Context: an optimization exercise on an open-source flow, tuned for small area. The choices shown serve that exercise and are no tape-out recipe.
The RTL was checked by simulation tests, not by an equivalence proof against the original design.
Power and IR drop assume default switching activity. No driver is modelled on the clock port, so clocking that relies on it looks cheaper here than on a real chip.

Setup of lane 1:
Design sobel, start of the top module:
module sobel
#(
parameter U_COL = 128,
parameter U_ROW = 16,
parameter value = 120
)
(
	input clk,
	input rst_n,
	input cmos_frame_vsync,
	input cmos_frame_hsync,
	input cmos_frame_valid,
	input [15:0]cmos_frame_data,
	output sobel_vsync,
	output sobel_hsync,
	output sobel_de,
	output [15:0] sobel_data
);
wire [7:0] y;
rgb_to_ycbcr u0_rgb_to_ycbcr (
	.rgb565 (cmos_frame_data),
	.o_y_8b (y)
);
reg [6:0] de_r, hs_r, vs_r;
always @(posedge clk or negedge rst_n)
	if(!rst_n) begin
		de_r <= 7'd0;
		hs_r <= 7'd0;
		vs_r <= 7'd0;
	end
	else begin
		de_r <= {de_r[5:0], cmos_frame_valid};
		hs_r <= {hs_r[5:0], cmos_frame_hsync};
		vs_r <= {vs_r[5:0], cmos_frame_vsync};
	end
wire [7:0] ta_n, tb_n, tc, ua_n, uc, ra, rb, rc;
wire       col0;
matrix_3x3 u_matrix_3x3 (
	.clk   (clk),
	.rst_n (rst_n),
	.valid (de_r[0]),
	.din   (y),
	.col0  (col0),
	.ta_n(ta_n), .tb_n(tb_n), .tc(tc),
	.ua_n(ua_n), .uc(uc),
	.ra(ra), .rb(rb), .rc(rc)
);
wire [8:0] dx, d1, e1, e2;
rca #(8) u_dx (.a(uc), .b(ua_n), .ci(1'b1), .s(dx));
  ...
Size: ~67000 sq um of cells after synthesis.
export LEC_CHECK = 0
export CAP_MARGIN = 20
export CORE_MARGIN = 2
export CORE_UTILIZATION = 60
export CTS_BUF_LIST = sky130_fd_sc_hd__clkbuf_16
export CTS_CLUSTER_DIAMETER = 100
export CTS_CLUSTER_SIZE = 30
export SLEW_MARGIN = 20
create_clock -name core_clock -period 8.0 [get_ports {clk}]
standard.sh (not shown) runs the stock make flow with config.mk's settings and CLKGATE_MAP_FILE= SYNTH_SCRIPT=/design/flow/synth_recipe.tcl, a recipe that flattens the netlist after the stock synthesis.
==> flow/flow/run.sh <==
#!/bin/bash
# The standard layout, with three changes:
#  - after the standard synthesis, flow/fa_polarity.py picks the polarity of
#    each full-adder cell so that fewer inverters are needed between them
#    (registers and every other cell are left as synthesis made them);
#  - the clock tree is built without dummy loads, from clkbuf_16 cells
#    driving clusters of up to 32 flip-flops;
#  - the port buffers are the smallest buffer cell.
set -euo pipefail
export CTS_ARGS="-sink_clustering_enable -repair_clock_nets -sink_clustering_size 32 -sink_clustering_max_diameter 130 -buf_list \"sky130_fd_sc_hd__clkbuf_8 sky130_fd_sc_hd__clkbuf_16\" -root_buf sky130_fd_sc_hd__clkbuf_16 -dont_use_dummy_load"
export BUFFER_PORTS_ARGS="-buffer_cell sky130_fd_sc_hd__buf_1"
R=orfs/results/${FLOW_PLATFORM}/sobel/base
bash standard.sh synth > synth_make.log 2>&1
cp $R/1_2_yosys.v yosys_standard.v
python3 flow/fa_polarity.py yosys_standard.v $R/1_2_yosys.v > fa_polarity.log 2>&1
rm -f $R/1_synth.odb $R/1_synth.sdc
bash standard.sh > layout_make.log 2>&1
Other scripts of this flow, unchanged in this note and not shown: flow/flow/fa_polarity.py
## Diff of input files: lane 2 against lane 1
diff --git a/flow/flow/run.sh b/flow/flow/run.sh
--- a/flow/flow/run.sh
+++ b/flow/flow/run.sh
@@ -8,5 +8,5 @@
 #  - the port buffers are the smallest buffer cell.
 set -euo pipefail
-export CTS_ARGS="-sink_clustering_enable -repair_clock_nets -sink_clustering_size 32 -sink_clustering_max_diameter 130 -buf_list \"sky130_fd_sc_hd__clkbuf_8 sky130_fd_sc_hd__clkbuf_16\" -root_buf sky130_fd_sc_hd__clkbuf_16 -dont_use_dummy_load"
+export CTS_ARGS="-sink_clustering_enable -repair_clock_nets -sink_clustering_size 12 -sink_clustering_max_diameter 50 -buf_list sky130_fd_sc_hd__clkbuf_4 -dont_use_dummy_load"
 export BUFFER_PORTS_ARGS="-buffer_cell sky130_fd_sc_hd__buf_1"
 R=orfs/results/${FLOW_PLATFORM}/sobel/base
Results
- Status: sequential power parity (lane 2, lane 1)
- From lane 1 to lane 2 the numbers moved as follows: worst-margin pin slew dropped 0.0071 ns, maximum ir drop on the vdd rail climbed about 0.35%.
- Lane 2 vs lane 1 — design area dropped slightly
- Hold slack in lane 2 is 0.052 ns lower than in lane 1
- Lane 1 and lane 2 ended up with nearly the same combinational-cell power consumption.
Here is what was changed in the inputs of lane 3 compared with lane 2.
diff --git a/flow/flow/run.sh b/flow/flow/run.sh
--- a/flow/flow/run.sh
+++ b/flow/flow/run.sh
@@ -8,5 +8,5 @@
 #  - the port buffers are the smallest buffer cell.
 set -euo pipefail
-export CTS_ARGS="-sink_clustering_enable -repair_clock_nets -sink_clustering_size 12 -sink_clustering_max_diameter 50 -buf_list sky130_fd_sc_hd__clkbuf_4 -dont_use_dummy_load"
+export CTS_ARGS="-sink_clustering_enable -repair_clock_nets -sink_clustering_size 11 -sink_clustering_max_diameter 45 -buf_list sky130_fd_sc_hd__clkbuf_4 -dont_use_dummy_load"
 export BUFFER_PORTS_ARGS="-buffer_cell sky130_fd_sc_hd__buf_1"
 R=orfs/results/${FLOW_PLATFORM}/sobel/base
--- outcome ---
- From lane 2 to lane 3 the numbers moved as follows: met3 wire length rose about 5%, wire length after detailed routing higher, mean routed wirelength per cell closely matched the old numbers.
- Setup slack of the critical path after layout on lane 3 is down relative to lane 2.
Relative to lane 3, the following input files were edited for lane 4:
==> flow/flow/run.sh <==
#!/bin/bash
# The standard layout, with three changes:
#  - after the standard synthesis, flow/fa_polarity.py picks the polarity of
#    each full-adder cell so that fewer inverters are needed between them
#    (registers and every other cell are left as synthesis made them);
#  - the clock tree is built without dummy loads, from clkbuf_8 cells
#    driving clusters of up to 20 flip-flops;
#  - the port buffers are the smallest buffer cell.
set -euo pipefail
export CTS_ARGS="-sink_clustering_enable -repair_clock_nets -sink_clustering_size 20 -sink_clustering_max_diameter 80 -buf_list sky130_fd_sc_hd__clkbuf_8 -dont_use_dummy_load"
export BUFFER_PORTS_ARGS="-buffer_cell sky130_fd_sc_hd__buf_1"
R=orfs/results/${FLOW_PLATFORM}/sobel/base
bash standard.sh synth > synth_make.log 2>&1
cp $R/1_2_yosys.v yosys_standard.v
python3 flow/fa_polarity.py yosys_standard.v $R/1_2_yosys.v > fa_polarity.log 2>&1
rm -f $R/1_synth.odb $R/1_synth.sdc
bash standard.sh > layout_make.log 2>&1
diff --git a/flow/config.mk b/flow/config.mk
--- a/flow/config.mk
+++ b/flow/config.mk
@@ -8,5 +8,5 @@
 export CAP_MARGIN = 20
 export CORE_MARGIN = 2
-export CORE_UTILIZATION = 60
+export CORE_UTILIZATION = 80
 export CTS_BUF_LIST = sky130_fd_sc_hd__clkbuf_16
 export CTS_CLUSTER_DIAMETER = 100
--- outcome ---
- For lane 4, the flow was terminated by a tool error in 3_5_place_dp and produced no final design.
- As far as number of port buffers goes, lane 3 and lane 4 are indistinguishable; the numbers are identical.
- Die span in y: lane 4 < lane 3
- Going from lane 3 to lane 4, the number of standard-cell rows in the floorplan was found to have gone down by 16.

## afterwards: timing with drivers on the ports
The flow's constraints put no driver on any port. The routed layouts listed below were extracted and timed again, unchanged, in two steps.
Step 1 (the two cells are an assumption about what drives the block):
set clk [get_ports {clk}]
set_driving_cell -lib_cell sky130_fd_sc_hd__clkbuf_16 $clk
set_driving_cell -lib_cell sky130_fd_sc_hd__buf_2 [delete_from_list [all_inputs] $clk]
Step 2 adds t to the input delays and takes it off the output delays; t is the mean of the earliest and latest rising clock arrival at the registers after step 1. Input paths then give back, and output paths get back, about the clock's delay inside the block.
a / b / c = ideal / step 1 / step 2; a / b = the first two.
run | t, ns | setup WS [ns] | latest minus earliest clock arrival (ns) | pins driven straight from the clock port
lane 1 | 0.718 | 0.725 / 0.725 / 0.725 | 0.058 / 0.058 | 1
lane 2 | 1.089 | 0.671 / 0.671 / 0.671 | 0.138 / 0.138 | 1
lane 3 | 1.099 | 0.630 / 0.630 / 0.630 | 0.139 / 0.139 | 1
After both steps every run listed still meets setup and hold.
